This is an optimization exercise on Yosys and OpenROAD, whose aim is small area and a short achievable clock period, not a production implementation.
The RTL was checked by simulation tests, not by an equivalence proof against the original design.
No activity file was given, so power comes from the tool's default toggle rates.

[flow/flow/run.sh]
#!/bin/bash
# Own layout flow: the standard layout (standard.sh) with these changes:
#  1. synthesis keeps lab4_2_core (pure combinational logic) apart from the
#     top module, so the command inputs only pass through the top's final
#     logic, and maps the logic with Yosys's default ABC script and without
#     the full-adder extraction (flow/synth.tcl); the registers are the same
#     as the standard synthesis's, all in the top module;
#  2. ORFS's timing repair aims for a setup slack margin (flow/margin.txt),
#     so the gates get sized for a short period.
# Each tool's output goes to a log file of its own in this folder.
set -euo pipefail
W=$PWD
MARGIN=$(cat "$W/flow/margin.txt")
make -C "$FLOW_HOME" DESIGN_CONFIG="$W/config.mk" WORK_HOME="$W/orfs" CLKGATE_MAP_FILE= \
  SYNTH_SCRIPT="$W/flow/synth.tcl" ADDER_MAP_FILE= SYNTH_HIERARCHICAL=1 SYNTH_MINIMUM_KEEP_SIZE=0 \
  synth > "$W/synth.log" 2>&1
BUFFER_PORTS_ARGS="-buffer_cell sky130_fd_sc_hd__buf_1" SETUP_SLACK_MARGIN=$MARGIN bash "$W/standard.sh" > "$W/layout.log" 2>&1
[flow/flow/margin.txt]
27
[flow/flow/synth.tcl]
# The standard synthesis (synth_recipe.tcl), except that ABC maps the logic
# with Yosys's default ABC script instead of ORFS's speed script.
proc synth {args} { yosys synth -nofsm -noshare {*}$args }

proc abc {args} {
  set keep {}
  set skip 0
  foreach a $args {
    if { $skip } { set skip 0; continue }
    if { $a in {-script -constr -D} } { set skip 1; continue }
    lappend keep $a
  }
  puts "abc (default script) $keep"
  yosys abc {*}$keep
}
source $::env(SCRIPTS_DIR)/synth.tcl
# left out here: clear keep_hierarchy, flatten, clean up, hide names made inside functions, write 1_2_yosys.v
[flow/standard.sh]
#!/bin/bash
# synth_recipe.tcl (not shown) runs the flow's synth.tcl, then flattens the netlist and writes it again
# the make line also repeats each setting of config.mk as NAME=value (left out here)
make -C /OpenROAD-flow-scripts/flow DESIGN_CONFIG=/design/flow/config.mk WORK_HOME=/design/flow/orfs CLKGATE_MAP_FILE= SYNTH_SCRIPT=/design/flow/synth_recipe.tcl "${@:-finish}"
[flow/config.mk]
export PLATFORM = sky130hd
export DESIGN_NAME = lab4_2
export DESIGN_NICKNAME = lab4_2
export VERILOG_FILES = /design/flow/design.v
export SDC_FILE = /design/flow/constraint.sdc
export NUM_CORES = 4
export LEC_CHECK = 0
export CAP_MARGIN = 20
export CORE_MARGIN = 2
export CORE_UTILIZATION = 25
export CTS_BUF_LIST = sky130_fd_sc_hd__clkbuf_4 sky130_fd_sc_hd__clkbuf_8
export PLACE_DENSITY = 0.4
export SLEW_MARGIN = 20
[flow/constraint.sdc]
create_clock -name core_clock -period 36.0 [get_ports {CLK}]
set_input_delay 7.2000 -clock core_clock [delete_from_list [all_inputs] [get_ports {CLK}]]
set_output_delay 7.2000 -clock core_clock [all_outputs]
set_load 0.01 [all_outputs]
[flow/design.v]
`timescale 1ns / 1ps
module lab4_2(
  input [1:0] mode,
  input [2:0] n_gasoline_pumps,
  input [2:0] n_diesel_pumps,
  input [3:0] fuel_amount,
  input fuel_type,
  input CLK,
  input rst,
  output [0:5] pump_status,
  output is_gasoline_queue_not_full,
  output is_diesel_queue_not_full,
  output [3:0] n_cars_in_gasoline_queue,
  output [3:0] n_cars_in_diesel_queue,
  output [7:0] total_gasoline_needed,
  output [7:0] total_diesel_needed,
  output reg invalid_gasoline_car,
  output reg invalid_diesel_car,
  output reg invalid_setup_params
);
reg [2:0] gc, ac;
reg [23:0] r;      
reg [31:0] gq;     
reg [31:0] dq;
reg [3:0] ncg, ncd;
reg [6:0] tg, td;
wire [23:0] r_keep;
wire [5:0]  newg, newd;
wire [31:0] gq_sh, dq_sh;
wire [7:0]  insg, insd;
wire [3:0]  ncg0, ncg1, ncd0, ncd1;
wire [6:0]  tg0, td0;
lab4_2_core core (
  .gc(gc), .ac(ac), .r(r), .gq(gq), .dq(dq), .ncg(ncg), .ncd(ncd), .tg(tg), .td(td),
  .pump_status(pump_status),
  .r_keep(r_keep), .newg(newg), .newd(newd),
  .gq_sh(gq_sh), .dq_sh(dq_sh), .insg(insg), .insd(insd),
  .ncg0(ncg0), .ncg1(ncg1), .ncd0(ncd0), .ncd1(ncd1),
  .tg0(tg0), .td0(td0));
wire nog = ncg[3] & ncg[2];      
wire nod = ncd[3] & ncd[2];
assign is_gasoline_queue_not_full = ~ncg[3];
assign is_diesel_queue_not_full   = ~ncd[3];
assign n_cars_in_gasoline_queue   = ncg;
assign n_cars_in_diesel_queue     = ncd;
assign total_gasoline_needed      = {nog, tg | {7{nog}}};
assign total_diesel_needed        = {nod, td | {7{nod}}};
wire setup  = mode[1];
wire addcmd = ~mode[1] & mode[0];
wire fa_ok  = ~fuel_amount[3] | (fuel_amount[2:0] == 3'd0);
wire add_g  = addcmd & ~fuel_type & fa_ok & ~ncg[3];
wire add_d  = addcmd &  fuel_type & fa_ok & ~ncd[3];
wire flag   = ac != 3'd0;
reg [3:0] enc;
always @* begin
  case (fuel_amount)
    4'd0: enc = 4'b0000;
    4'd1: enc = 4'b1000;
    4'd2: enc = 4'b0100;
    4'd3: enc = 4'b0010;
    4'd4: enc = 4'b1001;
    4'd5: enc = 4'b1100;
    4'd6: enc = 4'b0110;
    4'd7: enc = 4'b1011;
    4'd8: enc = 4'b1101;
    default: enc = 4'bxxxx;
  endcase
end
wire [3:0] lo_g = {1'b0, tg0[2:0]} + {1'b0, fuel_amount[2:0]};
wire [3:0] lo_d = {1'b0, td0[2:0]} + {1'b0, fuel_amount[2:0]};
wire [6:0] tga = fuel_amount[3] ? tg0 + 7'd8 : {tg0[6:3] + lo_g[3], lo_g[2:0]};
wire [6:0] tda = fuel_amount[3] ? td0 + 7'd8 : {td0[6:3] + lo_d[3], lo_d[2:0]};
wire [2:0] sum3 = n_gasoline_pumps + n_diesel_pumps;
wire [3:0] sum4 = {1'b0, n_gasoline_pumps} + {1'b0, n_diesel_pumps};
wire valid = (sum3 != 3'd0) && (sum3 != 3'd7);
wire g_on  = valid && (n_gasoline_pumps != 3'd0);
wire d_on  = valid && (n_diesel_pumps != 3'd0);
always @(posedge CLK) begin
  if (rst) begin
    gc <= 3'd0;
    ac <= 3'd0;
    ncg <= 4'hf;
    ncd <= 4'hf;
    tg <= 7'd0;
    td <= 7'd0;
    invalid_gasoline_car <= 1'b0;
    invalid_diesel_car <= 1'b0;
    invalid_setup_params <= 1'b0;
  end else if (setup) begin
    gc <= ~valid ? 3'd0 : (n_gasoline_pumps == 3'd7) ? 3'd6 : n_gasoline_pumps;
    ac <= ~valid ? 3'd0 : (sum4 > 4'd6) ? 3'd6 : sum4[2:0];
    ncg <= g_on ? 4'd0 : 4'hf;
    ncd <= d_on ? 4'd0 : 4'hf;
    tg <= 7'd0;
    td <= 7'd0;
    invalid_gasoline_car <= 1'b0;
    invalid_diesel_car <= 1'b0;
    invalid_setup_params <= ~valid;
  end else begin
    ncg <= add_g ? ncg1 : ncg0;
    ncd <= add_d ? ncd1 : ncd0;
    tg <= add_g ? tga : tg0;
    td <= add_d ? tda : td0;
    invalid_gasoline_car <= flag & addcmd & ~fuel_type & (~fa_ok | ncg[3]);
    invalid_diesel_car   <= flag & addcmd &  fuel_type & (~fa_ok | ncd[3]);
  end
end
integer i;
always @(posedge CLK) begin
  for (i = 0; i < 6; i = i + 1)
    r[4*i +: 4] <= (setup ? 4'd0 : r_keep[4*i +: 4]) |
                   (((add_g & newg[i]) | (add_d & newd[i])) ? enc : 4'd0);
  for (i = 0; i < 8; i = i + 1) begin
    gq[4*i +: 4] <= (setup ? 4'd0 : gq_sh[4*i +: 4]) | ((add_g & insg[i]) ? enc : 4'd0);
    dq[4*i +: 4] <= (setup ? 4'd0 : dq_sh[4*i +: 4]) | ((add_d & insd[i]) ? enc : 4'd0);
  end
end
endmodule
module lab4_2_core(
  input  [2:0]  gc, ac,
  input  [23:0] r,
  input  [31:0] gq, dq,
  input  [3:0]  ncg, ncd,
  input  [6:0]  tg, td,
  output [0:5]  pump_status,
  output reg [23:0] r_keep,      
  output reg [5:0]  newg, newd,  
  output reg [31:0] gq_sh, dq_sh,  
  output [7:0]  insg, insd,      
  output [3:0]  ncg0, ncg1, ncd0, ncd1,  
  output [6:0]  tg0, td0         
);
wire [5:0] gm = {gc[2] & gc[1], gc[2] & (gc[1] | gc[0]), gc[2], gc[2] | (gc[1] & gc[0]), gc[2] | gc[1], |gc};
wire [5:0] am = {ac[2] & ac[1], ac[2] & (ac[1] | ac[0]), ac[2], ac[2] | (ac[1] & ac[0]), ac[2] | ac[1], |ac};
wire [5:0] dm = am & ~gm;
reg  [5:0] free;
reg  [6:0] ohg, ohd;
reg  [5:0] tkg [0:5];      
reg  [5:0] tkd [0:5];
reg  [7:0] eqg, eqd;       
reg  [2:0] pfg, pfd;       
integer a, b, k;
genvar gi;
generate
  for (gi = 0; gi < 6; gi = gi + 1) begin : g_ps
    assign pump_status[gi] = am[gi] & free[gi];
  end
endgenerate
always @* begin
  for (a = 0; a < 6; a = a + 1)
    free[a] = (r[4*a +: 4] == 4'd0);
  ohg = 7'd1;
  ohd = 7'd1;
  for (a = 0; a < 6; a = a + 1) begin
    tkg[a] = (gm[a] & free[a]) ? ohg[5:0] : 6'd0;
    tkd[a] = (dm[a] & free[a]) ? ohd[5:0] : 6'd0;
    if (gm[a] & free[a]) ohg = {ohg[5:0], 1'b0};
    if (dm[a] & free[a]) ohd = {ohd[5:0], 1'b0};
  end
  pfg = 3'd0;
  pfd = 3'd0;
  for (a = 0; a < 7; a = a + 1) begin
    if (ohg[a]) pfg = pfg | a;
    if (ohd[a]) pfd = pfd | a;
  end
  for (a = 0; a < 8; a = a + 1) begin
    eqg[a] = (ncg == a);
    eqd[a] = (ncd == a);
  end
  for (b = 0; b < 6; b = b + 1) begin
    r_keep[4*b +: 4] = {r[4*b +: 3], r[4*b+3] & r[4*b+2]};
    newg[b] = 1'b0;
    newd[b] = 1'b0;
    for (k = 0; k <= b; k = k + 1) begin
      if (tkg[b][k]) r_keep[4*b +: 4] = r_keep[4*b +: 4] | gq[4*k +: 4];
      if (tkd[b][k]) r_keep[4*b +: 4] = r_keep[4*b +: 4] | dq[4*k +: 4];
      newg[b] = newg[b] | (tkg[b][k] & eqg[k]);
      newd[b] = newd[b] | (tkd[b][k] & eqd[k]);
    end
  end
  for (b = 0; b < 8; b = b + 1) begin
    gq_sh[4*b +: 4] = 4'd0;
    dq_sh[4*b +: 4] = 4'd0;
    for (k = 0; k <= 6; k = k + 1) begin
      if (b + k <= 7) begin
        if (ohg[k]) gq_sh[4*b +: 4] = gq_sh[4*b +: 4] | gq[4*(b+k) +: 4];
        if (ohd[k]) dq_sh[4*b +: 4] = dq_sh[4*b +: 4] | dq[4*(b+k) +: 4];
      end
    end
  end
end
wire [3:0] ncg_sub = ncg - {1'b0, pfg};
wire [3:0] ncd_sub = ncd - {1'b0, pfd};
wire neg_g = ncg_sub[3] & ~ncg[3];
wire neg_d = ncd_sub[3] & ~ncd[3];
assign ncg0 = neg_g ? 4'd0 : ncg_sub;
assign ncd0 = neg_d ? 4'd0 : ncd_sub;
assign ncg1 = neg_g ? 4'd0 : ncg_sub + 4'd1;
assign ncd1 = neg_d ? 4'd0 : ncd_sub + 4'd1;
genvar gb;
generate
  for (gb = 0; gb < 8; gb = gb + 1) begin : g_ins
    assign insg[gb] = ~neg_g & (ncg_sub[2:0] == gb);
    assign insd[gb] = ~neg_d & (ncd_sub[2:0] == gb);
  end
endgenerate
wire [5:0] bg = gm & ~free;
wire [5:0] bd = dm & ~free;
wire [2:0] nbg = bg[0] + bg[1] + bg[2] + bg[3] + bg[4] + bg[5];
wire [2:0] nbd = bd[0] + bd[1] + bd[2] + bd[3] + bd[4] + bd[5];
assign tg0 = tg + {4'b1111, ~nbg} + 7'd1;
assign td0 = td + {4'b1111, ~nbd} + 7'd1;
endmodule
==> results of run 1 <==
==> how the worst min path moves through the flow <==
stage                                      start                                 to  slack [ns]
2_1_floorplan                 ac[0]$_SDFFE_PP0P_                 ac[0]$_SDFFE_PP0P_        0.47
3_3_place_gp   invalid_setup_params$_SDFFE_PP0P_  invalid_setup_params$_SDFFE_PP0P_        0.47
3_5_place_dp   invalid_setup_params$_SDFFE_PP0P_  invalid_setup_params$_SDFFE_PP0P_        0.48
4_1_cts        invalid_setup_params$_SDFFE_PP0P_  invalid_setup_params$_SDFFE_PP0P_        0.49
5_1_grt        invalid_setup_params$_SDFFE_PP0P_  invalid_setup_params$_SDFFE_PP0P_        0.57
6_report       invalid_setup_params$_SDFFE_PP0P_  invalid_setup_params$_SDFFE_PP0P_        0.49
==> timing repair <==
item / CTS / global route
endpoints found under the setup margin: 23 / 44
gates resized for setup: 13 / 12
buffers inserted: 2 / 0
pin swaps: 1 / 0
==> Yosys stat by module, one instance, submodules excluded <==
module / times used / flip-flops and latches / cells inside
lab4_2_core: 1 / 0 / 636
lab4_2: 1 / 119 / 392
==> sequential cells by signal, summed over array words and instances (netlist names) <==
signal                flops
tg                        7
dq                       32
r                        24
td                        7
invalid_gasoline_car      1
ac                        3
ncd                       4
invalid_diesel_car        1
gq                       32
invalid_setup_params      1
ncg                       4
gc                        3
==> through the flow <==
| stage | hold slack (ns) | utilization | total power, mW | cell area (sq um) | instances |
|---|---|---|---|---|---|
| 6_report | 0.491 | 0.298 | 0.432 | 9670 | 1571 |
| 3_3_place_gp | 0.475 | 0.282 | 0.300 | 9150 | 1537 |
| 4_1_cts | 0.495 | 0.296 | 0.434 | 9620 | 1571 |
| 3_5_place_dp | 0.479 | 0.282 | 0.298 | 9150 | 1537 |
| 5_1_grt | 0.571 | 0.298 | 0.462 | 9670 | 1571 |
| 2_1_floorplan | 0.467 | - | 0.249 | 8250 | 1028 |
==> layout make-up <==
cell class,count,area share
Clock inverter,15,0.0185
Tap cell,442,0.0572
Timing Repair Buffer,71,0.0365
Multi-Input combinational cell,879,0.605
Sequential cell,119,0.247
Inverter,28,0.0123
Clock buffer,17,0.0242
==> worst max-delay path: stages, from the launching register on <==
cell and delay, ns:
dfxtp_1 0.34, or4_4 0.60, nor2_2 0.15, buf_1 0.17
==> per-layer routing <==
metal  part of all wire  routed length (um)  GRT usage
met2               0.46               16000      0.326
met5                  0                   0          0
met4              0.024                 843     0.0654
met3              0.060                2100     0.0387
met1               0.46               16000      0.275
==> power breakdown <==
part | switching (mW) | internal, mW | total [mW]
logic | 0.102 | 0.0454 | 0.148
clock network | 0.0654 | 0.0684 | 0.134
registers | 0.0134 | 0.137 | 0.150
==> layout by cell type, fill, tap and decap left out, types with 12 or more instances in the layout <==
master	count
o21ai_0	49
a22o_1	14
buf_1	46
buf_4	22
clkbuf_8	17
and2_0	21
a222oi_1	92
clkinv_1	27
nand2b_1	17
a221oi_1	20
nor4_1	12
o2bb2ai_1	89
nor3_1	40
nand2_1	136
dfxtp_1	116
a22oi_1	59
xnor2_1	32
nand3_1	37
nor2_1	88
a21oi_1	42
==> logic make-up (layout without fill, tap and decap cells) <==
| group | after synthesis | after routing | synth area share |
|---|---|---|---|
| AO/OA/AOI/OAI | 416 | 416 | 0.402 |
| AND/OR/NAND/NOR | 410 | 410 | 0.232 |
| flip-flops | 119 | 119 | 0.289 |
| XOR/XNOR | 44 | 44 | 0.0503 |
| buffers and inverters | 30 | 131 | 0.0146 |
| adder cells (fa/ha/maj) | 6 | 6 | 0.00730 |
| multiplexers | 3 | 3 | 0.00380 |
==> run notes, run 1 <==
Die X-Extent=185 um; capturing point of the worst reg2reg path=dq[23]$_DFF_P_; minimum clock period=8.93 ns; Synth area leader=dfxtp_1; Pwr Density=44.7 nW/um^2; area share of the largest cell type after synthesis=0.289; synthesized area per cell=8.01 sq um; FFs w/ async S/R, synth=0; port bufs=49; diode count=0; synth cell count leaders=nand2_1 (136), dfxtp_1 (119), nor2_1 (94), a222oi_1 (92), o2bb2ai_1 (89); drt pass-1 iters=10; Core Footprint=32,500 sq um; GPL Wtd Cong=0.889; Worst EP arrival=1.73 ns; post-synthesis register bit count=119; Synth Warn #=10; Synth cell types=49; WS Path Type=flop to primary output; CTS sink cnt=119; CTS root buffer=clkbuf_8; CP max FO=8; Detailed Place HPWL=24.5 mm; Worst Setup End Kind=primary output; RSZ-0062 raised after global routing=true; LEAKAGE=3.27 nW; crit path to=pump_status[1]; Max Root-Sink Buffers=2; die footprint=34,400 sq um; GRT Residual Overflow=0; H-tree level count=4; Starting DRT DRC Count=1,332; FF-to-FF setup slack=29.53 ns; vias=9,324; Post-synth EDFFs=0; vias in the first global route=8,901; hold depth=2; dominant cells by area after synthesis=dfxtp_1 (29%), a222oi_1 (11%), o2bb2ai_1 (9.5%); largest net degree at the start of global routing=101; # setup viols final=0; flip-flop and latch area=2390 sq um; cell with the most instances after synthesis=nand2_1; initial antenna violation count=0; Mapped Nets=1,043; fmax=0.112 GHz; Die Span Y=185 um; reg2reg path depth=14; Syn-to-layout area delta=17.5%; row count=66; Final Cycle Share=0.248; sequential element share of the synthesized area=0.289; ratio of cells with drive above 1 in the final layout=0.0726; hold_buf cts=0; clk slew on worst S/H paths=0.08 ns; CTS tree=yes; VDD IR max=20.5 uV; Fin. Hold Viols=0; worst slew pin tran=1.16 ns; wire per inst=22.3 um; WL final=35.0 mm; Worst Setup SP=r[4]$_DFF_P_; Worst Hold Class=flop to flop; WP data required=28.80 ns; status=finished clean; synthesized instance count=1,028; Filler Cells Inserted=3,543; first-pass GRT wire length=53.8 mm; Starting Density=0.254; setup ws final=27.07 ns; Antenna Nets Post-Route=0; Fin Clk Skew=0.0144 ns; gr usage total=0.204; IO Count=50; reg-to-reg startpoint=r[4]$_DFF_P_; Main synth FF type=dfxtp_1; drc violations=0; vias per cell=5.94; pre-CTS setup slack=26.26 ns; MaxCap Viol Count=0; CTS buffer count=17; Fin Setup TNS=0 ns; Relative slew margins=0.227; final net count=1,131; area occupied by multi-input gates=5850 sq um; crit path launch type=flop; post-synthesis instance area=8230 sq um; worst skew pair latency=0.48 ns; fin. max-slew vios=0
==> run 2, diff against run 1 <==
==> flow/flow/margin.txt (replaced) <==
27.5
--- a/flow/config.mk
+++ b/flow/config.mk
@@ -10,4 +10,3 @@
 export CORE_UTILIZATION = 25
-export CTS_BUF_LIST = sky130_fd_sc_hd__clkbuf_4 sky130_fd_sc_hd__clkbuf_8
-export PLACE_DENSITY = 0.4
+export CTS_BUF_LIST = sky130_fd_sc_hd__clkbuf_4
 export SLEW_MARGIN = 20
==> run 2 against run 1 <==
  * Still clean
  * Setup slack gained 0.029 ns
  * Clock-buffer cell count grew 1
  * Area after synthesis unchanged
  * Core utilization increased by 1.0 points
  * Combinational power rose by 11%
  * Final area grew 3.5%
  * Wire length fell by 7.7%
  * Clock skew is 0.010 ns higher
  * Die area unchanged
  * Critical endpoint is now pump_status[0]
  * Largest cell class unchanged
==> run notes, run 2 <==
status=finished clean; fmax=0.112 GHz (+0.32%); CTS tree=yes; RSZ-0062 raised after global routing=true; Antenna Nets Post-Route=0 (unchanged); row count=66 (unchanged); vias per cell=6.12 (+3.1%); ratio of cells with drive above 1 in the final layout=0.146 (+0.0730); commonest non-fill, non-tap cell in the layout=nand2_1; MaxCap Viol Count=0 (unchanged); Mapped Nets=1,043 (unchanged); # setup viols final=0 (unchanged); drc violations=0 (unchanged); CTS sink cnt=119 (unchanged); setup ws final=27.10 ns (+0.0288 ns); vias in the first global route=8,963 (+0.70%); met1 Usage GRT=0.241 (-0.0341); Die Span Y=185 um (unchanged); GPL Wtd Cong=0.943 (+6.0%); LEAKAGE=3.46 nW (+5.9%); Relative slew margins=0.283 (+0.0557); Synth area leader=dfxtp_1; sequential element share of the synthesized area=0.289 (unchanged); CP max FO=2 (-6); synthesized instance count=1,028 (unchanged); biggest regs=dq: 32 flops, gq: 32 flops, r: 24 flops; flip-flop and latch area=2420 sq um (+1.6%); WL final=32.3 mm (-7.7%); CTS root buffer=clkbuf_4; VDD IR max=20.4 uV (-0.67%); Die X-Extent=185 um (unchanged); gr usage total=0.184 (-0.0197); area share of the largest cell type after synthesis=0.289 (unchanged); Worst Setup End Kind=primary output; GRT Residual Overflow=0 (unchanged); commonest non-fill, non-tap cells in the layout=nand2_1 (134), dfxtp_1 (93), a222oi_1 (92); CTS buffer count=17 (unchanged); WP data required=28.80 ns (about the same); port bufs=49 (unchanged); fin. max-slew vios=0 (unchanged); Starting DRT DRC Count=1,669 (+25%); die footprint=34,400 sq um (unchanged); Starting Density=0.254 (unchanged); pre-CTS setup slack=26.74 ns (+0.482 ns); Syn-to-layout area delta=21.6%; Detailed Place HPWL=22.0 mm (-10%); dominant cells by area after synthesis=dfxtp_1 (29%), a222oi_1 (11%), o2bb2ai_1 (9.5%); met3 usage in global routing=0.0381 (-0.000590); crit path launch type=flop; cell with the most instances after synthesis=nand2_1; Filler Cells Inserted=3,499 (-1.2%); crit-path cells=or4_4 -> nor2_2 -> buf_2; H-tree level count=4 (unchanged); FFs w/ async S/R, synth=0 (unchanged); area occupied by multi-input gates=6040 sq um (+3.3%); first-pass GRT wire length=49.9 mm (-7.1%); drt pass-1 iters=14 (+4); Synth Warn #=10 (unchanged); worst slew pin tran=1.07 ns (-0.0926 ns); Top Usage Layer GRT=met2; WP buf/inv=1 (unchanged); synth cell count leaders=nand2_1 (136), dfxtp_1 (119), nor2_1 (94), a222oi_1 (92), o2bb2ai_1 (89); largest delay contributor family on the critical path=simple AND/OR/NAND/NOR gates; Main synth FF type=dfxtp_1; largest net degree at the start of global routing=101 (unchanged); Pwr Density=40.1 nW/um^2 (-10%); post-synthesis instance area=8230 sq um (unchanged); final net count=1,150 (+1.7%); Core Footprint=32,500 sq um (unchanged); IO Count=50 (unchanged); hold_buf cts=0 (unchanged); post-synthesis register bit count=119 (unchanged); Worst Hold Class=flop to flop; CP max stage cell=or4_4; max incr delay on CP=0.54 ns (-0.06 ns); synthesized area per cell=8.01 sq um (unchanged); clk slew on worst S/H paths=0.12 ns (+0.04 ns); initial antenna violation count=1 (+1); Final Cycle Share=0.247 (-0.000800); WS Path Type=flop to primary output; minimum clock period=8.90 ns (-0.0288 ns); Synth cell types=49 (unchanged); Fin. Hold Viols=0 (unchanged); met2 Track Usage GR=0.289 (-0.0369); wire per inst=20.3 um (-8.8%); Fin Clk Skew=0.0246 ns (+0.0102 ns); Post-synth EDFFs=0 (unchanged); worst skew pair latency=0.57 ns (+0.09 ns); Fin Setup TNS=0 ns (unchanged); Worst EP arrival=1.70 ns (-0.03 ns); Max Root-Sink Buffers=2 (unchanged); vias=9,725 (+4.3%); power after layout=0.401 mW (-7.1%)
-- run 2: tightest hold or removal path: stages (launching register included) --
cell and delay (ns):
dfxtp_1 0.33, nor2_1 0.08, nor3_1 0.05
-- run 2: kinds of logic (layout without fill, tap and decap cells) --
logic type,after synthesis,in the layout,share of synthesized area
AO/OA/AOI/OAI,416,416,0.402
other,0,1,0
flip-flops,119,119,0.289
XOR/XNOR,44,44,0.0503
AND/OR/NAND/NOR,410,411,0.232
buffers and inverters,30,148,0.0146
adder cells (fa/ha/maj),6,6,0.00730
multiplexers,3,3,0.00380
-- run 2: repair_timing --
action / CTS / global route
gates cloned: 0 / 1
setup buffers: 20 / 7
setup endpoints to repair: 35 / 47
resized for setup: 58 / 72
endpoints found under the hold margin: 0 / 0
pin swaps: 7 / 5
-- run 2: layout make-up --
| cell class | count | area share |
|---|---|---|
| Inverter | 28 | 0.0131 |
| Sequential cell | 119 | 0.242 |
| Clock inverter | 13 | 0.00901 |
| Multi-Input combinational cell | 880 | 0.604 |
| Tap cell | 442 | 0.0553 |
| Timing Repair Buffer | 89 | 0.0629 |
| Antenna cell | 1 | 0.000250 |
| Clock buffer | 18 | 0.0135 |
-- run 2: power by group --
part | internal, mW | switching [mW]
clock | 0.0328 | 0.0534
combinational | 0.0572 | 0.108
sequential | 0.138 | 0.0123
total | 0.228 | 0.173
-- run 2: path summary, 6_finish.rpt --
path | end | cells after the start | from | slack (ns)
worst max-delay path | pump_status[0] | 3 | r[1]$_DFF_P_ | 27.10
worst max register to register | dq[19]$_DFF_P_ | 15 | r[1]$_DFF_P_ | 29.33
worst min register to register | invalid_setup_params$_SDFFE_PP0P_ | 2 | invalid_setup_params$_SDFFE_PP0P_ | 0.49
worst min-delay path | invalid_setup_params$_SDFFE_PP0P_ | 2 | invalid_setup_params$_SDFFE_PP0P_ | 0.49
-- run 2: routing by layer --
metal / routed length, um / share of wire
met5: 0 / 0
met4: 1310 / 0.041
met3: 3060 / 0.095
met2: 14500 / 0.45
met1: 13400 / 0.42
-- run 2: through the flow --
step | hold WS (ns) | util | area, sq um | instances
2_1_floorplan | 0.467 | - | 8360 | 1028
3_3_place_gp | 0.462 | 0.283 | 9190 | 1530
3_5_place_dp | 0.471 | 0.283 | 9190 | 1530
4_1_cts | 0.491 | 0.300 | 9730 | 1581
5_1_grt | 0.515 | 0.308 | 10000 | 1590
6_report | 0.490 | 0.308 | 10000 | 1590
-- run 2: modules after synthesis (local to each module, per instance) --
module	cells inside	area [sq um]	flip-flops and latches	copies in the design
lab4_2	392	4180	119	1
lab4_2_core	636	4050	0	1
==> run 3, diff against run 2 <==
--- a/flow/flow/run.sh
+++ b/flow/flow/run.sh
@@ -16,2 +16,2 @@
   synth > "$W/synth.log" 2>&1
-BUFFER_PORTS_ARGS="-buffer_cell sky130_fd_sc_hd__buf_1" SETUP_SLACK_MARGIN=$MARGIN bash "$W/standard.sh" > "$W/layout.log" 2>&1
+SETUP_SLACK_MARGIN=$MARGIN bash "$W/standard.sh" > "$W/layout.log" 2>&1
==> flow/flow/margin.txt (replaced) <==
27
--- a/flow/config.mk
+++ b/flow/config.mk
@@ -10,3 +10,2 @@
 export CORE_UTILIZATION = 25
-export CTS_BUF_LIST = sky130_fd_sc_hd__clkbuf_4
 export SLEW_MARGIN = 20
==> run 3 against run 2 <==
  * Power increased by 20%
  * Clock skew decreased by 0.010 ns
  * Via count about the same
  * Clock-buffer cell count unchanged
  * First-iteration DRC count increased by 6.3%
  * Register-to-register slack about the same
  * Critical path depth increased by 4
  * Combinational power decreased by 3%
  * Critical endpoint is now r[23]$_DFF_P_
  * Highest routed layer unchanged
==> run notes, run 3 <==
status=finished clean; Mapped Nets=1,043 (unchanged); row count=66 (unchanged); RSZ-0062 raised after global routing=true; Post-synth EDFFs=0 (unchanged); commonest non-fill, non-tap cells in the layout=nand2_1 (134), dfxtp_1 (114), a222oi_1 (92); worst skew pair latency=0.44 ns (-0.13 ns); synthesized instance count=1,028 (unchanged); area post-placement=9390 sq um (+2.2%); Detailed Place HPWL=22.0 mm (+0.14%); Hold Crit Endpoint=invalid_setup_params$_SDFFE_PP0P_; drt pass-1 iters=9 (-5); CTS buffer count=17 (unchanged); CTS sink cnt=119 (unchanged); Worst Hold Class=flop to flop; Die Span Y=185 um (unchanged); port bufs=49 (unchanged); Synth cell types=49 (unchanged); Relative slew margins=0.295 (+0.0118); Finished Cell Area=10,200 sq um (+2.4%); Synth area leader=dfxtp_1; Fin Clk Skew=0.0142 ns (-0.0104 ns); Fin Setup TNS=0 ns (unchanged); LEAKAGE=3.54 nW (+2.4%); commonest non-fill, non-tap cell in the layout=nand2_1; vias=9,728 (+0.031%); gr usage total=0.186 (+0.00157); biggest regs=dq: 32 flops, gq: 32 flops, r: 24 flops; WP data required=36.30 ns (+7.50 ns); Starting Density=0.254 (unchanged); worst slew pin tran=1.06 ns (-0.00793 ns); CP max stage cell=clkdlybuf4s50_1; largest net degree at the start of global routing=51 (-50%); max incr delay on CP=0.73 ns (+0.19 ns); Max Root-Sink Buffers=2 (unchanged); synth cell count leaders=nand2_1 (136), dfxtp_1 (119), nor2_1 (94), a222oi_1 (92), o2bb2ai_1 (89); fmax=0.112 GHz (-0.71%); hold_sp=invalid_setup_params$_SDFFE_PP0P_; VDD IR max=30.7 uV (+51%); CTS root buffer=clkbuf_16; CTS tree=yes; Starting DRT DRC Count=1,774 (+6.3%); clk slew on worst S/H paths=0.06 ns (-0.06 ns); Worst EP arrival=9.26 ns (+7.56 ns); Pwr Density=47.1 nW/um^2 (+17%); Final Cycle Share=0.249 (+0.00176); reg2reg path depth=15 (unchanged); post-synthesis instance area=8230 sq um (unchanged); minimum clock period=8.96 ns (+0.0632 ns); crit path launch type=input pin; Fin. Hold Viols=0 (unchanged); area share of the largest cell type after synthesis=0.289 (unchanged); Synth Warn #=10 (unchanged); Syn-to-layout area delta=24.4%; final net count=1,134 (-1.4%); IO Count=50 (unchanged); first-pass GRT wire length=50.2 mm (+0.62%); synthesized area per cell=8.01 sq um (unchanged); power after layout=0.482 mW (+20%); dominant cells by area after synthesis=dfxtp_1 (29%), a222oi_1 (11%), o2bb2ai_1 (9.5%); WS Path Type=input pin to flop; fin. max-slew vios=0 (unchanged); hold_buf cts=0 (unchanged); Core Footprint=32,500 sq um (unchanged); die footprint=34,400 sq um (unchanged); H-tree level count=4 (unchanged); diode count=0 (-1); sequential element share of the synthesized area=0.289 (unchanged); capturing point of the worst reg2reg path=dq[21]$_DFF_P_; MaxCap Viol Count=0 (unchanged); wire per inst=20.7 um (+2.2%); # setup viols final=0 (unchanged); GRT Residual Overflow=0 (unchanged); vias per cell=6.18 (+1.0%); Worst Setup End Kind=flop; FF-to-FF setup slack=29.32 ns (about the same); drc violations=0 (unchanged); Die X-Extent=185 um (unchanged); hold depth=2 (unchanged); ratio of cells with drive above 1 in the final layout=0.0848 (-0.0608); vias in the first global route=8,853 (-1.2%); crit-path cells=clkdlybuf4s50_1 -> o31a_1 -> nor2_2 -> and3_4 -> buf_12 -> a22oi_1 -> o2bb2ai_1; pre-CTS setup slack=25.94 ns (-0.799 ns); FFs w/ async S/R, synth=0 (unchanged); Antenna Nets Post-Route=0 (unchanged); GPL Wtd Cong=0.919 (-2.5%); initial antenna violation count=0 (-1); setup ws final=27.04 ns (-0.0632 ns); Main synth FF type=dfxtp_1; cell with the most instances after synthesis=nand2_1; reg-to-reg startpoint=r[3]$_DFF_P_; CP max FO=11 (+9); WL final=32.6 mm (+1.1%); post-synthesis register bit count=119 (unchanged)
==> run 3: routing by layer <==
metal	share of wire	GRT usage	wire length, um	vias to the layer above
met5	0	0	0	-
met4	0.035	0.0781	1130	0
met3	0.082	0.0358	2670	91
met2	0.45	0.293	14700	556
met1	0.43	0.246	14100	4675
li1	-	-	-	4406
==> run 3: stage by stage <==
stage               hold slack (ns)   util  cells
detailed placement            0.481  0.289   1530
CTS                           0.497  0.312   1569
floorplan                     0.467      -   1028
global placement              0.470  0.289   1530
finish                        0.488  0.316   1574
global route                  0.537  0.316   1574
==> run 3: per-module statistics from Yosys, one instance, submodules excluded <==
module	flip-flops and latches	cell area, sq um	cells	times used
lab4_2	119	4180	392	1
lab4_2_core	0	4050	636	1
==> run 3: how the worst max path moves through the flow <==
stage / endpoint / from
floorplan: dq[10]$_DFF_P_ / fuel_amount[0]
global placement: ncd[2]$_SDFF_PP1_ / n_gasoline_pumps[1]
detailed placement: ncd[1]$_SDFF_PP1_ / n_gasoline_pumps[1]
CTS: td[5]$_SDFF_PP0_ / fuel_amount[2]
global route: r[11]$_DFF_P_ / fuel_amount[3]
finish: r[23]$_DFF_P_ / fuel_amount[3]
==> run 3: report_power, final <==
| part | switching (mW) | total, mW | internal, mW |
|---|---|---|---|
| clock network | 0.0687 | 0.171 | 0.102 |
| logic | 0.101 | 0.160 | 0.0582 |
| registers | 0.0142 | 0.152 | 0.138 |
| total | 0.184 | 0.482 | 0.298 |
==> run 3: timing repair <==
action | CTS | global route
gates cloned | 1 | 1
setup buffers | 6 | 4
resized for setup | 42 | 16
hold endpoints to repair | 0 | 0
setup endpoints to repair | 133 | 36
pin swaps | 3 | 3
==> run 3: final cells by class <==
type,count,area (sq um)
Clock buffer,18,429
Sequential cell,119,2390
Timing Repair Buffer,72,669
Inverter,28,118
Clock inverter,14,150
Tap cell,442,553
Fill cell,3435,22200
Multi-Input combinational cell,880,5920
Timing Repair inverter,1,8.76
==> run 3: cell families (layout without fill, tap and decap cells) <==
| group | count (synthesis) | in the layout | synth area share |
|---|---|---|---|
| DFF | 119 | 119 | 0.289 |
| and+or+nand+nor | 410 | 411 | 0.232 |
| muxes | 3 | 3 | 0.00380 |
| xor gates and xnor gates | 44 | 44 | 0.0503 |
| AOI/OAI and AO/OA | 416 | 416 | 0.402 |
| buffers and inverters | 30 | 133 | 0.0146 |
| adders and majority gates | 6 | 6 | 0.00730 |
==> run 3: worst max-delay path, delay by kind of cell <==
family / cells / cell delay (ns)
AOI/OAI and AO/OA: 3 / 0.86
and+or+nand+nor: 2 / 0.31
buffers and inverters: 2 / 0.88
==> run 4, diff against run 3 <==
--- a/flow/flow/run.sh
+++ b/flow/flow/run.sh
@@ -16,2 +16,2 @@
   synth > "$W/synth.log" 2>&1
-SETUP_SLACK_MARGIN=$MARGIN bash "$W/standard.sh" > "$W/layout.log" 2>&1
+BUFFER_PORTS_ARGS="-buffer_cell sky130_fd_sc_hd__buf_2" SETUP_SLACK_MARGIN=$MARGIN bash "$W/standard.sh" > "$W/layout.log" 2>&1
==> flow/flow/margin.txt (replaced) <==
27.5
==> run 4 against run 3 <==
  * Still clean
  * Global-route usage is 0.23 points higher
  * Non-clock buffer count is 16 higher
  * Combinational power hardly changed
  * Wire length is 0.61% higher
  * Clock-buffer cell count is 4 higher
  * Setup slack better by 0.20 ns
  * Power is 0.91% lower
  * Sequential power hardly changed
  * Final area is 0.55% higher
  * Via count is 1.1% higher
  * Critical endpoint is now pump_status[4]
  * Largest power group unchanged
==> run notes, run 4 <==
Detailed Place HPWL=22.0 mm (about the same); Finished Cell Area=10,300 sq um (+0.55%); worst hold slack=0.484 ns (-0.00456 ns); Die Span Y=185 um (unchanged); worst skew pair latency=0.43 ns (about the same); WP buf/inv=1 (-1); Max Root-Sink Buffers=2 (unchanged); commonest non-fill, non-tap cell in the layout=nand2_1; Main synth FF type=dfxtp_1; Relative slew margins=0.223 (-0.0716); synth cell count leaders=nand2_1 (136), dfxtp_1 (119), nor2_1 (94), a222oi_1 (92), o2bb2ai_1 (89); Mapped Nets=1,043 (unchanged); first-pass GRT wire length=50.9 mm (+1.4%); # setup viols final=0 (unchanged); post-synthesis instance area=8230 sq um (unchanged); vias per cell=6.20 (+0.24%); vias=9,832 (+1.1%); CTS root buffer=clkbuf_16; initial antenna violation count=0 (unchanged); CTS sink cnt=119 (unchanged); largest delay contributor family on the critical path=simple AND/OR/NAND/NOR gates; Fin Setup TNS=0 ns (unchanged); ratio of cells with drive above 1 in the final layout=0.152 (+0.0672); H-tree level count=4 (unchanged); Worst Hold Class=flop to flop; Synth cell types=49 (unchanged); crit-path cells=or4_4 -> nor2_4 -> buf_6; RSZ-0062 raised after global routing=true; minimum clock period=8.77 ns (-0.197 ns); post-layout util=0.317 (+0.00173); FFs w/ async S/R, synth=0 (unchanged); Synth Warn #=10 (unchanged); area share of the largest cell type after synthesis=0.289 (unchanged); Antenna Nets Post-Route=0 (unchanged); worst slew pin tran=1.15 ns (+0.0967 ns); LEAKAGE=3.62 nW (+2.2%); synthesized instance count=1,028 (unchanged); biggest regs=dq: 32 flops, gq: 32 flops, r: 24 flops; dominant cells by area after synthesis=dfxtp_1 (29%), a222oi_1 (11%), o2bb2ai_1 (9.5%); max incr delay on CP=0.56 ns (-0.17 ns); die footprint=34,400 sq um (unchanged); Fin. Hold Viols=0 (unchanged); Non-Filler Instances=1,587 (+0.83%); Worst EP arrival=1.57 ns (-7.69 ns); port bufs=49 (unchanged); CTS tree=yes; Pwr Density=46.4 nW/um^2 (-1.5%); commonest non-fill, non-tap cells in the layout=nand2_1 (133), dfxtp_1 (106), a222oi_1 (92); Post-synth EDFFs=0 (unchanged); drt pass-1 iters=14 (+5); WP data required=28.80 ns (-7.50 ns); WS Path Type=flop to primary output; Starting Density=0.254 (unchanged); Die X-Extent=185 um (unchanged); crit path launch type=flop; gr usage total=0.188 (+0.00233); CP max stage cell=or4_4; IO Count=50 (unchanged); WL final=32.8 mm (+0.61%); CP max FO=2 (-9); fin. max-slew vios=0 (unchanged); post-synthesis register bit count=119 (unchanged); Core Footprint=32,500 sq um (unchanged); cell with the most instances after synthesis=nand2_1; Syn-to-layout area delta=25.1%; final net count=1,149 (+1.3%); GPL Wtd Cong=0.927 (+0.86%); hold_buf cts=0 (unchanged); synthesized area per cell=8.01 sq um (unchanged); drc violations=0 (unchanged); VDD IR max=25.8 uV (-16%); MaxCap Viol Count=0 (unchanged); Starting DRT DRC Count=1,714 (-3.4%); row count=66 (unchanged); largest net degree at the start of global routing=101 (+98%); Inst Count DP=1,529 (-0.065%); clk slew on worst S/H paths=0.05 ns (about the same); Worst Setup End Kind=primary output; CTS buffer count=17 (unchanged); status=finished clean; Synth area leader=dfxtp_1; area post-placement=9250 sq um (-1.6%); fmax=0.114 GHz (+2.2%); diode count=0 (unchanged); GRT Residual Overflow=0 (unchanged); sequential element share of the synthesized area=0.289 (unchanged); Fin Clk Skew=0.00870 ns (-0.00551 ns); wire per inst=20.7 um (-0.21%); vias in the first global route=9,107 (+2.9%); Final Cycle Share=0.243 (-0.00546)
-- run 4: changes by cell type in the layout (fill, tap and decap cells not counted), moves of 3 or more --
cell             before  now
clkdlybuf4s50_1      39    0
buf_2                 0   38
buf_4                22   39
buf_6                 0    9
dfxtp_1             114  106
dfxtp_2               3   11
clkinv_4              7    1
nor2_4                3    7
clkbuf_8              0    3
dlygate4sd2_1         3    0
dlymetal6s2s_1        3    0
nor2_1               88   85
-- run 4: path summary, 6_finish.rpt --
check / depth (start not counted) / slack (ns) / endpoint / startpoint
max: 3 / 27.23 / pump_status[4] / r[19]$_DFF_P_
max reg2reg: 15 / 29.25 / dq[23]$_DFF_P_ / r[3]$_DFF_P_
min reg2reg: 2 / 0.48 / invalid_setup_params$_SDFFE_PP0P_ / invalid_setup_params$_SDFFE_PP0P_
min: 2 / 0.48 / invalid_setup_params$_SDFFE_PP0P_ / invalid_setup_params$_SDFFE_PP0P_
-- run 4: worst register-to-register path: stages (launching register included) --
cell	delay (ns)
dfxtp_2	0.32
or4_4	0.55
buf_4	0.18
nor3_1	0.76
o21ai_0	0.32
a211oi_1	0.89
o21ai_0	0.27
a21oi_1	0.50
or2_0	0.88
nor3_1	0.22
xor2_1	0.31
xor2_1	0.51
o21ai_0	0.37
nor2_1	0.21
nand2_1	0.21
o2bb2ai_1	0.19
-- run 4: through the flow --
stage	worst slack, ns	power [mW]
finish	27.23	0.478
global route	27.20	0.501
CTS	27.23	0.472
detailed placement	26.94	0.298
global placement	26.97	0.298
floorplan	27.41	0.250
-- run 4: what timing repair did --
action,in CTS,in global routing
endpoints found under the setup margin,32,39
buffers inserted,14,13
gates resized for setup,45,29
pin swaps,9,11
gates cloned,1,0
-- run 4: cells by family (layout without fill, tap and decap cells) --
logic type,Yosys count,after routing,share of synthesized area
muxes,3,3,0.00380
AOI/OAI and AO/OA,416,416,0.402
DFF,119,119,0.289
and+or+nand+nor,410,411,0.232
adders and majority gates,6,6,0.00730
xor gates and xnor gates,44,44,0.0503
buffers and inverters,30,146,0.0146
-- run 4: modules after synthesis (local to each module, per instance) --
module,flip-flops and latches,area [sq um],cells inside
lab4_2,119,4180,392
lab4_2_core,0,4050,636
-- run 4: area by class of cell --
type | count | area [sq um]
sequential | 119 | 2400
clock inverter | 8 | 98.8
tap | 442 | 553
multi-input combinational | 880 | 6020
clock buffer | 22 | 474
fill | 3402 | 22200
inverter | 28 | 131
timing repair buffer | 88 | 619
-- run 4: where the power goes --
part	leakage, nW	switching [mW]	internal [mW]
sequential	0.967	0.0123	0.138
combinational	2.38	0.106	0.0525
clock	0.278	0.0632	0.106
total	3.62	0.182	0.296
-- run 4: metal layers --
| layer | up-vias | track usage | wire (um) |
|---|---|---|---|
| li1 | 4447 | - | - |
| met1 | 4715 | 0.250 | 13900 |
| met3 | 88 | 0.0372 | 3040 |
| met4 | 0 | 0.0829 | 1130 |
| met5 | - | 0 | 0 |
| met2 | 582 | 0.293 | 14800 |
==> run 5, diff against run 4 <==
--- a/flow/flow/run.sh
+++ b/flow/flow/run.sh
@@ -16,2 +16,2 @@
   synth > "$W/synth.log" 2>&1
-BUFFER_PORTS_ARGS="-buffer_cell sky130_fd_sc_hd__buf_2" SETUP_SLACK_MARGIN=$MARGIN bash "$W/standard.sh" > "$W/layout.log" 2>&1
+BUFFER_PORTS_ARGS="-buffer_cell sky130_fd_sc_hd__buf_1" SETUP_SLACK_MARGIN=$MARGIN bash "$W/standard.sh" > "$W/layout.log" 2>&1
==> flow/flow/margin.txt (replaced) <==
27
--- a/flow/config.mk
+++ b/flow/config.mk
@@ -9,3 +9,5 @@
 export CORE_MARGIN = 2
-export CORE_UTILIZATION = 25
+export CORE_UTILIZATION = 35
+export CTS_BUF_LIST = sky130_fd_sc_hd__clkbuf_8
+export PLACE_DENSITY = 0.45
 export SLEW_MARGIN = 20
==> run 5 against run 4 <==
  * Core utilization is 9.0 points higher
  * Register-to-register slack better by 0.39 ns
  * Synthesized cell count stayed put
  * Hold slack better by 0.077 ns
  * Maximum frequency is 1.9% lower
  * Area after synthesis stayed put
  * Setup slack worse by 0.17 ns
  * Sequential power hardly changed
  * Clock skew is 0.016 ns higher
==> run notes, run 5 <==
status=finished clean; MaxCap Viol Count=0 (unchanged); ratio of cells with drive above 1 in the final layout=0.0683 (-0.0837); CTS sink cnt=119 (unchanged); largest net degree at the start of global routing=101 (unchanged); first-pass GRT wire length=52.7 mm (+3.4%); CP max FO=8 (+6); vias=9,393 (-4.5%); post-synthesis instance area=8230 sq um (unchanged); minimum clock period=8.93 ns (+0.166 ns); Relative slew margins=0.217 (-0.00590); VDD IR max=15.9 uV (-38%); row count=56 (-15%); wire per inst=23.9 um (+15%); synthesized instance count=1,028 (unchanged); synthesized area per cell=8.01 sq um (unchanged); Worst Setup End Kind=primary output; Fin Clk Skew=0.0251 ns (+0.0165 ns); crit path launch type=flop; Detailed Place HPWL=24.1 mm (+9.6%); Fin. Hold Viols=0 (unchanged); port bufs=49 (unchanged); initial antenna violation count=0 (unchanged); RSZ-0062 raised after global routing=true; sw frac=0.428 (+0.0482); WL final=34.5 mm (+5.1%); WS Path Type=flop to primary output; CTS root buffer=clkbuf_8; Main synth FF type=dfxtp_1; clk slew on worst S/H paths=0.09 ns (+0.04 ns); area occupied by multi-input gates=5820 sq um (-3.3%); Synth Warn #=10 (unchanged); GPL Wtd Cong=0.866 (-6.6%); diode count=0 (unchanged); post-synthesis register bit count=119 (unchanged); vias in the first global route=8,681 (-4.7%); CTS tree=yes; Core Footprint=23,300 sq um (-28%); Syn-to-layout area delta=15.0%; commonest non-fill, non-tap cell in the layout=nand2_1; max incr delay on CP=0.60 ns (+0.04 ns); post-layout util=0.407 (+0.0895); Finished Cell Area=9460 sq um (-8.1%); sequential element share of the synthesized area=0.289 (unchanged); commonest non-fill, non-tap cells in the layout=nand2_1 (136), dfxtp_1 (117), a222oi_1 (92); Synth area leader=dfxtp_1; IO Count=50 (unchanged); H-tree level count=4 (unchanged); Comb pwr share=0.341 (+0.009); Pwr Density=45.3 nW/um^2 (-2.4%); worst skew pair latency=0.47 ns (+0.04 ns); Filler Cells Inserted=2,518 (-26%); flip-flop and latch area=2380 sq um (-0.78%); crit-path cells=or4_4 -> nor2_1 -> clkbuf_2; Clock power frac=0.307 (-0.048); P_int=0.245 mW (-17%); worst slew pin tran=1.17 ns (+0.0195 ns); fmax=0.112 GHz (-1.9%); setup ws final=27.07 ns (-0.166 ns); gr usage total=0.276 (+0.0884); vias per cell=6.49 (+4.8%); Max Root-Sink Buffers=2 (unchanged); Starting Density=0.354 (+0.100); # setup viols final=0 (unchanged); CTS buffer count=17 (unchanged); synth cell count leaders=nand2_1 (136), dfxtp_1 (119), nor2_1 (94), a222oi_1 (92), o2bb2ai_1 (89); die footprint=24,800 sq um (-28%); area share of the largest cell type after synthesis=0.289 (unchanged); biggest regs=dq: 32 flops, gq: 32 flops, r: 24 flops; Starting DRT DRC Count=1,386 (-19%); FFs w/ async S/R, synth=0 (unchanged); area post-placement=8980 sq um (-2.8%); Synth cell types=49 (unchanged); LEAKAGE=3.27 nW (-9.8%); fin. max-slew vios=0 (unchanged); pre-CTS setup slack=26.37 ns (-0.566 ns); cell with the most instances after synthesis=nand2_1; Worst Hold Class=flop to flop; Die Span Y=157 um (-15%); FF-to-FF setup slack=29.64 ns (+0.39 ns); Die X-Extent=157 um (-15%); WP data required=28.80 ns (about the same); drc violations=0 (unchanged); CP max stage cell=or4_4; sequential share of power=0.352 (+0.038); Fin Setup TNS=0 ns (unchanged); dominant cells by area after synthesis=dfxtp_1 (29%), a222oi_1 (11%), o2bb2ai_1 (9.5%); GRT Residual Overflow=0 (unchanged); Final Cycle Share=0.248 (+0.00461); hold_buf cts=0 (unchanged); drt pass-1 iters=13 (-1); final net count=1,130 (-1.7%); Net Sw Power=0.184 mW (+1.1%); Post-synth EDFFs=0 (unchanged); Mapped Nets=1,043 (unchanged); power after layout=0.429 mW (-10%); Worst EP arrival=1.73 ns (+0.16 ns); Antenna Nets Post-Route=0 (unchanged)
-- run 5: cell counts after synthesis --
No cell type changed its count.
-- run 5: Yosys stat by module, one instance, submodules excluded --
module / flip-flops and latches / cell area (sq um)
lab4_2: 119 / 4180
lab4_2_core: 0 / 4050
-- run 5: power by group through the flow --
stage	clock [mW]	sequential (mW)	combinational, mW
floorplan	0	0.149	0.0994
global placement	0	0.154	0.144
detailed placement	0	0.154	0.143
CTS	0.134	0.151	0.144
global route	0.139	0.152	0.161
finish	0.132	0.151	0.146
-- run 5: area by class of cell --
class	instances	share of cell area
flip-flops and latches	119	0.252
repair buffers	70	0.0364
clock inverters	15	0.0175
clock buffers	17	0.0247
well taps	319	0.0422
multi-input cells	879	0.615
inverters	28	0.0126
-- run 5: final timing paths --
path	start	endpoint	cells after the start
setup / recovery	r[0]$_DFF_P_	pump_status[0]	3
hold / removal	ac[0]$_SDFFE_PP0P_	ac[0]$_SDFFE_PP0P_	2
hold reg to reg	ac[0]$_SDFFE_PP0P_	ac[0]$_SDFFE_PP0P_	2
setup reg to reg	r[4]$_DFF_P_	dq[19]$_DFF_P_	14
-- run 5: worst max-delay path: cells and delay by family, from the launching register on --
kind	cells	cell delay, ns
buffers and inverters	1	0.16
AND/OR/NAND/NOR	2	0.76
flip-flops	1	0.34
-- run 5: kinds of logic (layout without fill, tap and decap cells) --
logic type | after synthesis | after routing | share of synthesized area
buffers and inverters | 30 | 130 | 0.0146
AND/OR/NAND/NOR | 410 | 410 | 0.232
flip-flops | 119 | 119 | 0.289
AO/OA/AOI/OAI | 416 | 416 | 0.402
multiplexers | 3 | 3 | 0.00380
XOR/XNOR | 44 | 44 | 0.0503
adder cells (fa/ha/maj) | 6 | 6 | 0.00730
-- run 5: through the flow --
step	cells	hold slack, ns
floorplan	1028	0.467
global placement	1413	0.546
detailed placement	1414	0.553
CTS	1446	0.569
global route	1447	0.596
finish	1447	0.561
-- run 5: timing repair --
item | in CTS | in global routing
pin swaps | 0 | 0
buffers inserted | 0 | 1
endpoints found under the setup margin | 17 | 23
gates resized for setup | 7 | 12
-- run 5: routing by layer --
layer | global-route usage | wire length (um) | vias to the layer above
met5 | 0 | 0 | -
met4 | 0.0853 | 716 | 0
met3 | 0.0551 | 2350 | 61
met2 | 0.445 | 16000 | 419
met1 | 0.372 | 15400 | 4527
li1 | - | - | 4386
==> run 6, diff against run 5 <==
==> flow/flow/margin.txt (replaced) <==
27.5
==> run 6 against run 5 <==
  * Via count up 1.9%
  * Combinational power up 8%
  * First-iteration DRC count down 5.1%
  * Core utilization up 2.2 points
  * Hold slack worse by 0.083 ns
  * Largest cell class unchanged
  * Area after synthesis unchanged
  * Global-route usage up 0.75 points
  * Die area unchanged
  * Largest power group is now combinational logic
  * Still clean
  * Setup slack better by 0.15 ns
  * Synthesized cell count unchanged
  * Clock-buffer cell count up 2
  * Wire length up 2.2%
==> run notes, run 6 <==
status=finished clean; crit-path cells=or4_4 -> nor2_4 -> buf_6; Core Footprint=23,300 sq um (unchanged); IO Count=50 (unchanged); reg-to-reg startpoint=r[3]$_DFF_P_; Die X-Extent=157 um (unchanged); drc violations=0 (unchanged); Final Cycle Share=0.244 (-0.00404); CTS buffer count=17 (unchanged); Non-Filler Instances=1,467 (+1.4%); gr usage total=0.284 (+0.00751); port bufs=49 (unchanged); Main synth FF type=dfxtp_1; GRT Residual Overflow=0 (unchanged); crit path launch type=flop; RSZ-0062 raised after global routing=true; Worst Hold Class=flop to flop; initial antenna violation count=0 (unchanged); post-synthesis register bit count=119 (unchanged); vias per cell=6.53 (+0.53%); WS Path Type=flop to primary output; FF-to-FF setup slack=29.12 ns (-0.52 ns); cell with the most instances after synthesis=nand2_1; diode count=0 (unchanged); Starting Density=0.354 (unchanged); flip-flop and latch area=2410 sq um (+1.0%); Detailed Place HPWL=24.0 mm (-0.43%); GPL Wtd Cong=0.903 (+4.3%); synthesized area per cell=8.01 sq um (unchanged); wire per inst=24.1 um (+0.82%); Post-synth EDFFs=0 (unchanged); largest delay contributor family on the critical path=simple AND/OR/NAND/NOR gates; H-tree level count=4 (unchanged); Inst Count DP=1,412 (-0.14%); Fin. Hold Viols=0 (unchanged); Fin Setup TNS=0 ns (unchanged); LEAKAGE=3.47 nW (+6.3%); Mapped Nets=1,043 (unchanged); sequential element share of the synthesized area=0.289 (unchanged); post-synthesis instance area=8230 sq um (unchanged); synth cell count leaders=nand2_1 (136), dfxtp_1 (119), nor2_1 (94), a222oi_1 (92), o2bb2ai_1 (89); vias=9,573 (+1.9%); largest net degree at the start of global routing=101 (unchanged); worst slew pin tran=1.10 ns (-0.0710 ns); CTS tree=yes; CP max stage cell=or4_4; fin. max-slew vios=0 (unchanged); crit path to=pump_status[4]; synthesized instance count=1,028 (unchanged); max incr delay on CP=0.54 ns (-0.06 ns); Max Root-Sink Buffers=2 (unchanged); # setup viols final=0 (unchanged); Pwr Density=44.6 nW/um^2 (-1.6%); ratio of cells with drive above 1 in the final layout=0.125 (+0.0563); drt pass-1 iters=13 (unchanged); Worst Setup End Kind=primary output; Fin Clk Skew=0.0165 ns (-0.00863 ns); Filler Cells Inserted=2,442 (-3.0%); biggest regs=dq: 32 flops, gq: 32 flops, r: 24 flops; dominant cells by area after synthesis=dfxtp_1 (29%), a222oi_1 (11%), o2bb2ai_1 (9.5%); final net count=1,150 (+1.8%); Die Span Y=157 um (unchanged); Antenna Nets Post-Route=0 (unchanged); minimum clock period=8.79 ns (-0.146 ns); area occupied by multi-input gates=6020 sq um (+3.4%); die footprint=24,800 sq um (unchanged); worst skew pair latency=0.45 ns (-0.02 ns); Starting DRT DRC Count=1,316 (-5.1%); capturing point of the worst reg2reg path=dq[16]$_DFF_P_; Crit. path cell count=3 (unchanged); commonest non-fill, non-tap cell in the layout=nand2_1; WP buf/inv=1 (unchanged); first-pass GRT wire length=54.0 mm (+2.6%); vias in the first global route=9,006 (+3.7%); WP data required=28.80 ns (about the same); worst hold slack=0.478 ns (-0.0826 ns); Synth area leader=dfxtp_1; CTS sink cnt=119 (unchanged); Synth cell types=49 (unchanged); VDD IR max=21.9 uV (+38%); commonest non-fill, non-tap cells in the layout=nand2_1 (134), dfxtp_1 (105), a222oi_1 (92); Syn-to-layout area delta=21.1%; Relative slew margins=0.264 (+0.0474); CTS root buffer=clkbuf_8; CP max FO=3 (-5); area share of the largest cell type after synthesis=0.289 (unchanged); Worst Setup SP=r[17]$_DFF_P_; WL final=35.3 mm (+2.2%); FFs w/ async S/R, synth=0 (unchanged); Worst EP arrival=1.59 ns (-0.14 ns); row count=56 (unchanged); MaxCap Viol Count=0 (unchanged); Synth Warn #=10 (unchanged); clk slew on worst S/H paths=0.09 ns (about the same); fmax=0.114 GHz (+1.7%); reg2reg path depth=15 (+1)
## run 6: cell counts after synthesis
No cell type changed its count.
## run 6: timing repair
item,4_1_cts,5_1_grt
hold buffers,0,0
setup endpoints to repair,99,91
gates resized for setup,55,32
endpoints found under the hold margin,0,0
pin swaps,9,7
buffers inserted,19,3
cloned,1,0
## run 6: cell type report
type,instances,share of cell area
well taps,319,0.0400
inverters,28,0.0132
multi-input cells,880,0.604
repair buffers,89,0.0582
clock inverters,13,0.0169
flip-flops and latches,119,0.242
clock buffers,19,0.0262
## run 6: cells by family after synthesis
| kind of cell | share of synthesized area |
|---|---|
| xor+xnor | 0.0503 |
| fa+ha+maj | 0.00730 |
| buf+inv | 0.0146 |
| flops | 0.289 |
| simple gates | 0.232 |
| mux | 0.00380 |
| compound gates | 0.402 |
## run 6: how the worst min path moves through the flow
| stage | from | to | cells after the start |
|---|---|---|---|
| 2_1_floorplan | ac[0]$_SDFFE_PP0P_ | ac[0]$_SDFFE_PP0P_ | 2 |
| 3_5_place_dp | invalid_setup_params$_SDFFE_PP0P_ | invalid_setup_params$_SDFFE_PP0P_ | 2 |
| 3_3_place_gp | invalid_setup_params$_SDFFE_PP0P_ | invalid_setup_params$_SDFFE_PP0P_ | 2 |
| 5_1_grt | invalid_setup_params$_SDFFE_PP0P_ | invalid_setup_params$_SDFFE_PP0P_ | 2 |
| 6_report | invalid_setup_params$_SDFFE_PP0P_ | invalid_setup_params$_SDFFE_PP0P_ | 2 |
| 4_1_cts | invalid_setup_params$_SDFFE_PP0P_ | invalid_setup_params$_SDFFE_PP0P_ | 2 |
## run 6: per-module statistics from Yosys, one instance, submodules excluded
module / times used / flops+latches / area [sq um] / cells inside
lab4_2: 1 / 119 / 4180 / 392
lab4_2_core: 1 / 0 / 4050 / 636
## run 6: layer usage
| layer | GRT usage | share of wire | vias to the layer above |
|---|---|---|---|
| met3 | 0.0419 | 0.072 | 68 |
| met4 | 0.0974 | 0.029 | 0 |
| met1 | 0.388 | 0.44 | 4620 |
| met5 | 0 | 0 | - |
| met2 | 0.456 | 0.46 | 462 |
| li1 | - | - | 4423 |
## run 6: tightest hold or removal path: stages, from the launching register on
cell	delay [ns]
dfxtp_1	0.32
nor2_1	0.08
nor3_1	0.05
## run 6: metrics by stage
stage                      util  worst slack, ns  power [mW]  area, sq um
after floorplan               -            27.41       0.250         8360
after global placement    0.390            26.79       0.299         9070
after detailed placement  0.390            26.76       0.298         9070
after CTS                 0.423            27.19       0.443         9840
after global routing      0.428            27.17       0.471         9970
final                     0.428            27.21       0.444         9970
## run 6: power by group
| part | internal (mW) | total, mW | switching (mW) |
|---|---|---|---|
| Combinational | 0.0507 | 0.157 | 0.106 |
| Clock | 0.0729 | 0.137 | 0.0642 |
| Sequential | 0.138 | 0.150 | 0.0125 |
| Total | 0.261 | 0.444 | 0.183 |
==> run 7, diff against run 6 <==
==> flow/flow/run.sh (replaced) <==
#!/bin/bash
# Own layout flow: the standard layout (standard.sh) with these changes:
#  1. synthesis keeps lab4_2_core (pure combinational logic) apart from the
#     top module, so the command inputs only pass through the top's final
#     logic, and maps the logic with an area-minded ABC script (flow/abc.script)
#     and without the full-adder extraction (flow/synth.tcl); the registers
#     are the same as the standard synthesis's, all in the top module;
#  2. ports get sky130_fd_sc_hd__buf_1 buffers (the resizer sizes them up
#     where timing needs it);
#  3. ORFS's timing repair aims for a setup slack margin (flow/margin.txt),
#     so the gates get sized for a short period.
# Each tool's output goes to a log file of its own in this folder.
set -euo pipefail
W=$PWD
MARGIN=$(cat "$W/flow/margin.txt")
make -C "$FLOW_HOME" DESIGN_CONFIG="$W/config.mk" WORK_HOME="$W/orfs" CLKGATE_MAP_FILE= \
  SYNTH_SCRIPT="$W/flow/synth.tcl" MY_ABC_SCRIPT="$W/flow/abc.script" ADDER_MAP_FILE= \
  SYNTH_HIERARCHICAL=1 SYNTH_MINIMUM_KEEP_SIZE=0 \
  synth > "$W/synth.log" 2>&1
BUFFER_PORTS_ARGS="-buffer_cell sky130_fd_sc_hd__buf_1" SETUP_SLACK_MARGIN=$MARGIN \
  bash "$W/standard.sh" > "$W/layout.log" 2>&1
==> flow/flow/abc.script (new file) <==
strash
&get -n
&st
&dch -x
&nf -R 200
&st
&dch -x
&nf -R 200
&st
&dch -x
&nf -R 200
&put
==> flow/flow/margin.txt (replaced) <==
27
--- a/flow/flow/synth.tcl
+++ b/flow/flow/synth.tcl
@@ -1,5 +1,2 @@
-# The standard synthesis (synth_recipe.tcl), except that ABC maps the logic
-# with Yosys's default ABC script instead of ORFS's speed script.
 proc synth {args} { yosys synth -nofsm -noshare {*}$args }
-
 proc abc {args} {
@@ -12,3 +9,4 @@
   }
-  puts "abc (default script) $keep"
+  if { [info exists ::env(MY_ABC_SCRIPT)] } { lappend keep -script $::env(MY_ABC_SCRIPT) }
+  puts "abc (custom) $keep"
   yosys abc {*}$keep
--- a/flow/config.mk
+++ b/flow/config.mk
@@ -7,3 +7,3 @@
 export LEC_CHECK = 0
-export CAP_MARGIN = 20
+export CAP_MARGIN = 0
 export CORE_MARGIN = 2
@@ -12,2 +12,2 @@
 export PLACE_DENSITY = 0.45
-export SLEW_MARGIN = 20
+export SLEW_MARGIN = 0
==> run 7 against run 6 <==
  * Critical endpoint unchanged
  * Power decreased by 5.5%
  * Wire length decreased by 8.6%
  * Via count decreased by 5.6%
  * Still clean
  * Largest cell class unchanged
  * Non-clock buffer count decreased by 14
  * Die area decreased by 2.6%
  * Sequential power about the same
  * Critical path type unchanged
  * Maximum frequency decreased by 1.5%
  * Critical path depth increased by 1
==> run notes, run 7 <==
Mapped Nets=1,011 (-3.1%); area post-placement=8790 sq um (-3.1%); Die X-Extent=155 um (-1.3%); setup ws final=27.08 ns (-0.131 ns); GRT Residual Overflow=0 (unchanged); WL final=32.3 mm (-8.6%); CTS buffer count=17 (unchanged); fin. max-slew vios=0 (unchanged); Detailed Place HPWL=22.7 mm (-5.4%); biggest regs=dq: 32 flops, gq: 32 flops, r: 24 flops; CTS sink cnt=119 (unchanged); CTS root buffer=clkbuf_8; Synth cell types=45 (-8.2%); CP max stage cell=dfxtp_1; fmax=0.112 GHz (-1.5%); Main synth FF type=dfxtp_1; Die Span Y=155 um (-1.3%); row count=55 (-1.8%); drc violations=0 (unchanged); Syn-to-layout area delta=15.8%; reg-to-reg startpoint=gc[2]$_SDFFE_PP0P_; vias per cell=6.52 (about the same); worst hold slack=0.488 ns (+0.00999 ns); WS Path Type=flop to primary output; VDD IR max=20.6 uV (-6.0%); minimum clock period=8.92 ns (+0.131 ns); MaxCap Viol Count=0 (unchanged); sequential element share of the synthesized area=0.297 (+0.00782); first-pass GRT wire length=50.4 mm (-6.7%); clk slew on worst S/H paths=0.08 ns (about the same); max incr delay on CP=0.33 ns (-0.21 ns); Pwr Density=45.2 nW/um^2 (+1.5%); Synth area leader=dfxtp_1; diode count=0 (unchanged); post-synthesis register bit count=119 (unchanged); sequential share of power=0.352 (+0.014); CTS tree=yes; area share of the largest cell type after synthesis=0.297 (+0.00782); Clock power frac=0.333 (+0.024); Worst Setup End Kind=primary output; Non-Filler Instances=1,386 (-5.5%); commonest non-fill, non-tap cell in the layout=nand2_1; Net Sw Power=0.169 mW (-7.8%); synth cell count leaders=nand2_1 (124), dfxtp_1 (119), nor2_1 (114), a222oi_1 (90), o2bb2ai_1 (88); RSZ-0062 raised after global routing=true; Worst Hold Class=flop to flop; commonest non-fill, non-tap cells in the layout=nand2_1 (124), dfxtp_1 (117), nor2_1 (109); wire per inst=23.3 um (-3.2%); vias=9,041 (-5.6%); synthesized area per cell=8.04 sq um (+0.50%); port bufs=49 (unchanged); initial antenna violation count=0 (unchanged); P_int=0.251 mW (-3.9%); ratio of cells with drive above 1 in the final layout=0.0718 (-0.0528); pre-CTS setup slack=26.08 ns (-0.676 ns); hold_sp=invalid_setup_params$_SDFFE_PP0P_; Worst EP arrival=1.72 ns (+0.13 ns); dominant cells by area after synthesis=dfxtp_1 (30%), a222oi_1 (11%), o2bb2ai_1 (9.6%); Antenna Nets Post-Route=0 (unchanged); drt pass-1 iters=9 (-4); sw frac=0.402 (-0.0102); Final Cycle Share=0.248 (+0.00365); largest net degree at the start of global routing=99 (-2.0%); Fin Clk Skew=0.0162 ns (-0.000339 ns); Starting Density=0.355 (+0.00123); worst skew pair latency=0.46 ns (about the same); status=finished clean; vias in the first global route=8,502 (-5.6%); Max Root-Sink Buffers=2 (unchanged); Comb pwr share=0.315 (-0.039); IO Count=50 (unchanged)
[run 7: repair_timing]
item / CTS / global route
endpoints found under the setup margin: 68 / 47
gates resized for setup: 3 / 9
pin swaps: 1 / 0
hold buffers: 0 / 0
setup buffers: 2 / 0
[run 7: logic make-up (layout without fill, tap and decap cells)]
group,Yosys count,count (layout),share of synthesized area
xor gates and xnor gates,43,43,0.0470
DFF,119,119,0.297
and+or+nand+nor,415,415,0.240
buffers and inverters,24,129,0.0122
adders and majority gates,4,4,0.00500
muxes,7,7,0.00890
AOI/OAI and AO/OA,384,384,0.390
[run 7: worst max-delay path, delay by kind of cell, from the launching register on]
family | cells | cell delay [ns]
buffers and inverters | 2 | 0.40
AND/OR/NAND/NOR | 1 | 0.28
AO/OA/AOI/OAI | 1 | 0.27
flip-flops | 1 | 0.33
[run 7: cell type report]
type                            count  area, sq um  share of cell area
Tap cell                          285          357              0.0384
Timing Repair Buffer               75          382              0.0411
Inverter                           22          109              0.0117
Multi-Input combinational cell    853         5610               0.605
Sequential cell                   119         2380               0.257
Clock inverter                     15          203              0.0218
Clock buffer                       17          234              0.0252
[run 7: power groups by stage]
| stage | clock, mW | combinational, mW | sequential (mW) |
|---|---|---|---|
| detailed placement | 0 | 0.130 | 0.151 |
| global route | 0.150 | 0.148 | 0.149 |
| CTS | 0.143 | 0.130 | 0.148 |
| global placement | 0 | 0.131 | 0.151 |
| floorplan | 0 | 0.0897 | 0.147 |
| finish | 0.140 | 0.132 | 0.148 |
[run 7: worst paths after layout]
kind              cells after the start                           endpoint  slack [ns]
setup reg to reg                     21                     dq[11]$_DFF_P_       29.60
setup / recovery                      4                     pump_status[4]       27.08
hold / removal                        1  invalid_setup_params$_SDFFE_PP0P_        0.49
hold reg to reg                       1  invalid_setup_params$_SDFFE_PP0P_        0.49
[run 7: modules after synthesis, one instance, submodules excluded]
module / flops+latches / copies in the design / cells / area, sq um
lab4_2: 119 / 1 / 386 / 4160
lab4_2_core: 0 / 1 / 610 / 3850
[run 7: routing by layer]
layer / GRT usage / share of wire / vias to the layer above
met5: 0 / 0 / -
met1: 0.377 / 0.45 / 4293
met3: 0.0401 / 0.074 / 59
li1: - / - / 4256
met2: 0.418 / 0.45 / 433
met4: 0.0786 / 0.024 / 0

Setup slack of run 7, layout unchanged: 27.082 ns with ideal ports, 27.035 ns with driving cells assumed (clock clkbuf_16, inputs buf_2), 26.833 ns with port delays also shifted by the 0.495 ns mid clock arrival.
